Context: an optimization exercise on an open-source flow, tuned for small area. The choices shown serve that exercise and are no tape-out recipe.
In this exercise RTL edits were held to simulation tests only and were not proved equivalent to the original.
Power and IR drop assume default switching activity.

## conv_top
module conv_top (
   input  logic         clk,
   input  logic         rst,
   input  logic [511:0] image,
   input  logic [71:0]  kernel,
   output logic [287:0] conv_out,
   output logic         layer_done_out
);
logic [6:0] q;
always_ff @(posedge clk or negedge rst) begin
   if (~rst)            q <= 7'd112;
   else if (q == 7'd49) q <= 7'd113;
   else                 q <= q + 7'd1;
end
assign layer_done_out = (q == 7'd49);
wire [2:0] r = q[5:3];
wire [2:0] t = q[2:0];
wire [7:0] ct;
wire [5:0] rt;
for (genvar k = 0; k < 8; k++) begin : g_ct
   assign ct[k] = (t == k);
end
for (genvar k = 0; k < 6; k++) begin : g_rt
   assign rt[k] = (r == k);
end
logic [7:0][7:0] colv;
for (genvar x = 0; x < 8; x++) begin : g_colx
   for (genvar b = 0; b < 8; b++) begin : g_colb
      wire n0, n1, n2;
      cv_sel u_m0 (.e0(ct[0]), .x0(image[(x*8+0)*8+b]), .e1(ct[1]), .x1(image[(x*8+1)*8+b]),
                   .e2(ct[2]), .x2(image[(x*8+2)*8+b]), .y(n0));
      cv_sel u_m1 (.e0(ct[3]), .x0(image[(x*8+3)*8+b]), .e1(ct[4]), .x1(image[(x*8+4)*8+b]),
                   .e2(ct[5]), .x2(image[(x*8+5)*8+b]), .y(n1));
      cv_sel2 u_m2 (.e0(ct[6]), .x0(image[(x*8+6)*8+b]), .e1(ct[7]), .x1(image[(x*8+7)*8+b]),
                   .y(n2));
      assign colv[x][b] = ~(n0 & n1 & n2);
   end
end
logic [7:0] p0, p1, p2;
logic [2:0][7:0] pn;
for (genvar i = 0; i < 3; i++) begin : g_rowi
   for (genvar b = 0; b < 8; b++) begin : g_rowb
      wire n0, n1;
      cv_sel u_m0 (.e0(rt[0]), .x0(colv[i+0][b]), .e1(rt[1]), .x1(colv[i+1][b]),
                   .e2(rt[2]), .x2(colv[i+2][b]), .y(n0));
      cv_sel u_m1 (.e0(rt[3]), .x0(colv[i+3][b]), .e1(rt[4]), .x1(colv[i+4][b]),
                   .e2(rt[5]), .x2(colv[i+5][b]), .y(n1));
      assign pn[i][b] = ~(n0 & n1);
   end
end
always_ff @(posedge clk) begin
   p0 <= pn[0];
   p1 <= pn[1];
   p2 <= pn[2];
end
wire [7:0] w0 = {kernel[7] & (|kernel[0 +: 7]), kernel[0 +: 7]};
wire [2:0] e0_0 = {w0[1] & w0[0], w0[1] & ~w0[0], ~w0[1] & w0[0]};
wire [2:0] e0_1 = {w0[3] & w0[2], w0[3] & ~w0[2], ~w0[3] & w0[2]};
  ...
Settings: LEC_CHECK=0, CAP_MARGIN=20, CORE_MARGIN=2, CORE_UTILIZATION=60, CTS_BUF_LIST=sky130_fd_sc_hd__clkbuf_4 sky130_fd_sc_hd__clkbuf_8, PLACE_DENSITY=0.75, SLEW_MARGIN=20, SYNTH_HIERARCHICAL=1, SYNTH_MINIMUM_KEEP_SIZE=0; clock period 11.0 ns.
standard.sh (not shown) runs the stock make flow with config.mk's settings and CLKGATE_MAP_FILE= SYNTH_SCRIPT=/design/flow/synth_recipe.tcl, a recipe that flattens the netlist after the stock synthesis.
==> flow/flow/run.sh <==
#!/bin/bash
# The standard layout (the standard.sh, unchanged synthesis), except that
# the port buffers that global placement inserts use the smallest buffer cell.
export BUFFER_PORTS_ARGS="-buffer_cell sky130_fd_sc_hd__buf_1"
bash standard.sh > standard.log 2>&1
The starting point stopped in 3_2_place_iop, error PPL-0024.
Then changed:
--- a/flow/config.mk
+++ b/flow/config.mk
@@ -8,7 +8,6 @@
 export CAP_MARGIN = 20
 export CORE_MARGIN = 2
-export CORE_UTILIZATION = 60
-export CTS_BUF_LIST = sky130_fd_sc_hd__clkbuf_4 sky130_fd_sc_hd__clkbuf_8
-export PLACE_DENSITY = 0.75
+export CORE_UTILIZATION = 40
+export PLACE_DENSITY = 0.6
 export SLEW_MARGIN = 20
 export SYNTH_HIERARCHICAL = 1
What happened: This time the run completed without violations. Synthesized area is unchanged. Synthesized cell count is unchanged.

conv_top, a different RTL version from the one above (not shown whole).
Size: roughly 1,800 cells after synthesis, roughly 880 I/O pins, ~0.023 sq mm of cells after synthesis.
export LEC_CHECK = 0
export CAP_MARGIN = 20
export CORE_MARGIN = 2
export CORE_UTILIZATION = 30
export GPL_TIMING_DRIVEN = 0
export PLACE_DENSITY = 0.6
export SLEW_MARGIN = 20
export SYNTH_HIERARCHICAL = 1
export SYNTH_MINIMUM_KEEP_SIZE = 0
create_clock -name core_clock -period 11.0 [get_ports {clk}]
==> flow/flow/run.sh <==
#!/bin/bash
# The standard layout (standard.sh, with the standard synthesis unchanged),
# with changes that only affect cell sizes:
#  - after synthesis, combinational cells that abc upsized are set back to
#    drive strength 1 (flow/downsize.tcl); the repair steps of the layout
#    upsize again where timing, slew or load need it;
#  - the port buffers that global placement inserts use buf_1;
#  - clock tree synthesis uses clkbuf_4/clkbuf_8 and adds no dummy loads.
# Each step's full output is in synth.log, downsize.log and layout.log here
# (and ORFS's per-step logs under orfs/logs).
set -e
export CTS_ARGS="-sink_clustering_enable -repair_clock_nets -dont_use_dummy_load -buf_list {sky130_fd_sc_hd__clkbuf_4 sky130_fd_sc_hd__clkbuf_8}"
export BUFFER_PORTS_ARGS="-buffer_cell sky130_fd_sc_hd__buf_1"
bash standard.sh synth > synth.log 2>&1
openroad -no_init -exit flow/downsize.tcl > downsize.log 2>&1
bash standard.sh > layout.log 2>&1
==> flow/flow/downsize.tcl <==
# Set combinational cells of the synthesized netlist to drive strength 1.
set odb orfs/results/sky130hd/conv_top/base/1_synth.odb
read_db $odb
set db [ord::get_db]
set block [ord::get_db_block]
set n 0
foreach inst [$block getInsts] {
   set m [$inst getMaster]
   set name [$m getName]
   if {[regexp {^(sky130_fd_sc_hd__([a-z0-9]+))_([0-9]+)$} $name -> base kind drive]} {
      if {$drive <= 1} continue
      if {[regexp {^(df|edf|sdf|dl|sdl|clk|conb|tap|fill|decap|diode|lpflow|probe)} $kind]} continue
      set new [$db findMaster ${base}_1]
      if {$new == "NULL" || $new == ""} continue
      $inst swapMaster $new
      incr n
   }
}
puts "downsized $n instances"
write_db $odb
The baseline produced a clean layout.
Change:
Settings changed: CORE_UTILIZATION 30 to 35.
Clock-buffer cell count drops by 1.
Design area shrinks by 1.0%.
Synthesized cell count is unchanged.
Non-clock buffer count went down by 18.
Wire length hardly moves.
Hold slack gets better by 56 ps.
Global-route usage climbs by 5.1 points.

Another version of the RTL of conv_top (not shown whole).
Size: ~1,900 cells after synthesis, about 880 I/O pins, about 23,000 um2 of cells after synthesis.
export LEC_CHECK = 0
export CAP_MARGIN = 20
export CORE_MARGIN = 2
export CORE_UTILIZATION = 30
export GPL_TIMING_DRIVEN = 0
export PLACE_DENSITY = 0.6
export SLEW_MARGIN = 20
export SYNTH_HIERARCHICAL = 1
export SYNTH_MINIMUM_KEEP_SIZE = 0
create_clock -name core_clock -period 11.0 [get_ports {clk}]
==> flow/flow/run.sh <==
#!/bin/bash
# The standard layout (standard.sh, with the standard synthesis unchanged),
# with changes that only affect cell sizes:
#  - after synthesis, combinational cells that abc upsized are set back to
#    drive strength 1 (flow/downsize.tcl); the repair steps of the layout
#    upsize again where timing, slew or load need it;
#  - the port buffers that global placement inserts use buf_1;
#  - clock tree synthesis uses clkbuf_4/clkbuf_8 and adds no dummy loads;
#  - global routing runs the power recovery step (RECOVER_POWER), which
#    downsizes cells off the critical paths, and then (flow/post_grt.tcl)
#    repairs slew, capacitance and timing again.
# Each step's full output is in synth.log, downsize.log and layout.log here
# (and ORFS's per-step logs under orfs/logs).
set -e
export CTS_ARGS="-sink_clustering_enable -repair_clock_nets -dont_use_dummy_load -buf_list {sky130_fd_sc_hd__clkbuf_4 sky130_fd_sc_hd__clkbuf_8}"
export RECOVER_POWER=100
export POST_GLOBAL_ROUTE_TCL="$PWD/flow/post_grt.tcl"
export BUFFER_PORTS_ARGS="-buffer_cell sky130_fd_sc_hd__buf_1"
bash standard.sh synth > synth.log 2>&1
openroad -no_init -exit flow/downsize.tcl > downsize.log 2>&1
bash standard.sh > layout.log 2>&1
==> flow/flow/post_grt.tcl <==
# Runs at the end of ORFS's global route step (POST_GLOBAL_ROUTE_TCL), after
# the power recovery (RECOVER_POWER) that downsizes cells off the critical
# paths: repair slew, capacitance and fanout again, legalize, reroute the
# changed nets, repair timing, and write the route guides again.
global_route -start_incremental
repair_design_helper
detailed_placement
global_route -end_incremental
estimate_parasitics -global_routing
global_route -start_incremental
repair_timing_helper
detailed_placement
global_route -end_incremental
estimate_parasitics -global_routing
report_check_types -max_slew -max_capacitance -max_fanout -violators
report_worst_slack
write_guides $::env(RESULTS_DIR)/route.guide
Scripts as last shown in full above: flow/flow/downsize.tcl
The first run finished with timing, DRC and antenna clean.
==> next run, changes <==
--- a/flow/flow/run.sh
+++ b/flow/flow/run.sh
@@ -7,6 +7,3 @@
 #  - the port buffers that global placement inserts use buf_1;
-#  - clock tree synthesis uses clkbuf_4/clkbuf_8 and adds no dummy loads;
-#  - global routing runs the power recovery step (RECOVER_POWER), which
-#    downsizes cells off the critical paths, and then (flow/post_grt.tcl)
-#    repairs slew, capacitance and timing again.
+#  - clock tree synthesis uses clkbuf_4/clkbuf_8 and adds no dummy loads.
 # Each step's full output is in synth.log, downsize.log and layout.log here
@@ -15,4 +12,2 @@
 export CTS_ARGS="-sink_clustering_enable -repair_clock_nets -dont_use_dummy_load -buf_list {sky130_fd_sc_hd__clkbuf_4 sky130_fd_sc_hd__clkbuf_8}"
-export RECOVER_POWER=100
-export POST_GLOBAL_ROUTE_TCL="$PWD/flow/post_grt.tcl"
 export BUFFER_PORTS_ARGS="-buffer_cell sky130_fd_sc_hd__buf_1"
Settings changed: CORE_UTILIZATION 30 to 40, GPL_TIMING_DRIVEN 0 to not set.
removed: flow/flow/post_grt.tcl
Via count grows by about 9%.
Synthesized area is unchanged.
Hold slack improved by 22 ps.
Clock-buffer cell count stays the same.
Die area came out lower by about 25%.
==> next run, changes <==
Settings changed: CORE_UTILIZATION 40 to 30, GPL_TIMING_DRIVEN set to 0.
Die area came out higher by about 33%; via count falls by 8.2%; total power falls by 5.8%; combinational power fell by about 8%; cell area falls by about 2.7%; worst setup slack gets worse by 120 ps; non-clock buffer count shrinks by 207; routed wire length came out lower by 15%; clock skew rose by 51 ps; sequential cell count is unchanged; critical path depth drops by 3.

## before
RTL: one of the versions met above, not the one the previous note started from.
Size: ~0.023 sq mm of cells after synthesis.
clock: 11.0 ns
lec_check: 0
cap_margin: 20
core_margin: 2
core_utilization: 40
gpl_timing_driven: 0
place_density: 0.6
slew_margin: 20
synth_hierarchical: 1
synth_minimum_keep_size: 0
==> flow/flow/run.sh <==
#!/bin/bash
# The standard layout (standard.sh, with the standard synthesis unchanged),
# with changes that only affect cell sizes:
#  - after synthesis, combinational cells that abc upsized are set back to
#    drive strength 1 (flow/downsize.tcl); the repair steps of the layout
#    upsize again where timing, slew or load need it;
#  - the port buffers that global placement inserts use buf_1;
#  - clock tree synthesis uses clkbuf_4/clkbuf_8 and adds no dummy loads.
# Each step's full output is in synth.log, downsize.log and layout.log here
# (and ORFS's per-step logs under orfs/logs).
set -e
export CTS_ARGS="-sink_clustering_enable -repair_clock_nets -dont_use_dummy_load -buf_list {sky130_fd_sc_hd__clkbuf_4 sky130_fd_sc_hd__clkbuf_8}"
export BUFFER_PORTS_ARGS="-buffer_cell sky130_fd_sc_hd__buf_1"
bash standard.sh synth > synth.log 2>&1
openroad -no_init -exit flow/downsize.tcl > downsize.log 2>&1
bash standard.sh > layout.log 2>&1
Scripts as last shown in full above: flow/flow/downsize.tcl
The flow ended early for before: it failed with a tool error in I/O pin placement (3_2_place_iop).
Edits applied to the flow inputs when going from before to after:
- SETUP_SLACK_MARGIN: unset -> 0.15
- CORE_UTILIZATION: 40 -> 35
Results
- Having completed the whole flow, after delivered a layout that passed the timing, design-rule and antenna checks.
- Reported for after and before, synthesized net count turned out identical to the last digit.
- The initial standard-cell utilization of the core in after sits 5.1 points below the value recorded for before.
- Re mean instance size in the synthesized netlist: no difference whatsoever between before and after.
- [compare] base=before new=after: number of core rows picked up an extra 6; synthesized area neither gained nor lost much; synthesized cell count neither gained nor lost much; height of the chip picked up an extra 6.8%; horizontal die dimension picked up an extra 16 um.

static timing again, ports no longer ideal:
The flow's constraints put no driver on any port. The routed layouts listed below were extracted and timed again, unchanged, in two steps.
Step 1, drivers: a clkbuf_16 drives clk and a buf_2 each remaining input, both assumed.
Step 2 adds t to the input delays and takes it off the output delays; t is the mean of the earliest and latest rising clock arrival at the registers after step 1. Input paths then give back, and output paths get back, about the clock's delay inside the block.
Three values: ideal ports, drivers, drivers and shift; two values: the first two.
| run | t (ns) | setup slack, ns | latest minus earliest clock arrival (ns) | slew at the worst register clock pin (ns) |
|---|---|---|---|---|
| the second run of note 1 | 0.639 | 0.939 / 0.930 / 0.292 | 0.033 / 0.033 | 0.07 / 0.07 |
| the first run of note 2 | 0.721 | 0.131 / 0.131 / -0.328 | 0.194 / 0.194 | 0.06 / 0.06 |
| the second run of note 2 | 0.693 | 0.151 / 0.151 / -0.321 | 0.093 / 0.093 | 0.07 / 0.07 |
| the first run of note 3 | 0.649 | 0.147 / 0.170 / -0.479 | 0.115 / 0.116 | 0.07 / 0.07 |
| the second run of note 3 | 0.695 | 0.264 / 0.291 / -0.404 | 0.067 / 0.068 | 0.07 / 0.07 |
| the third run of note 3 | 0.650 | 0.145 / 0.169 / -0.481 | 0.117 / 0.117 | 0.07 / 0.07 |
| after | 0.697 | 0.257 / 0.257 / -0.284 | 0.094 / 0.094 | 0.07 / 0.07 |
Met with ideal ports but missed after step 2: setup timing in 6 of these runs. For the second run of note 3, which loses most, drivers alone change the setup slack by +0.027 ns; drivers and shift together by -0.668 ns.
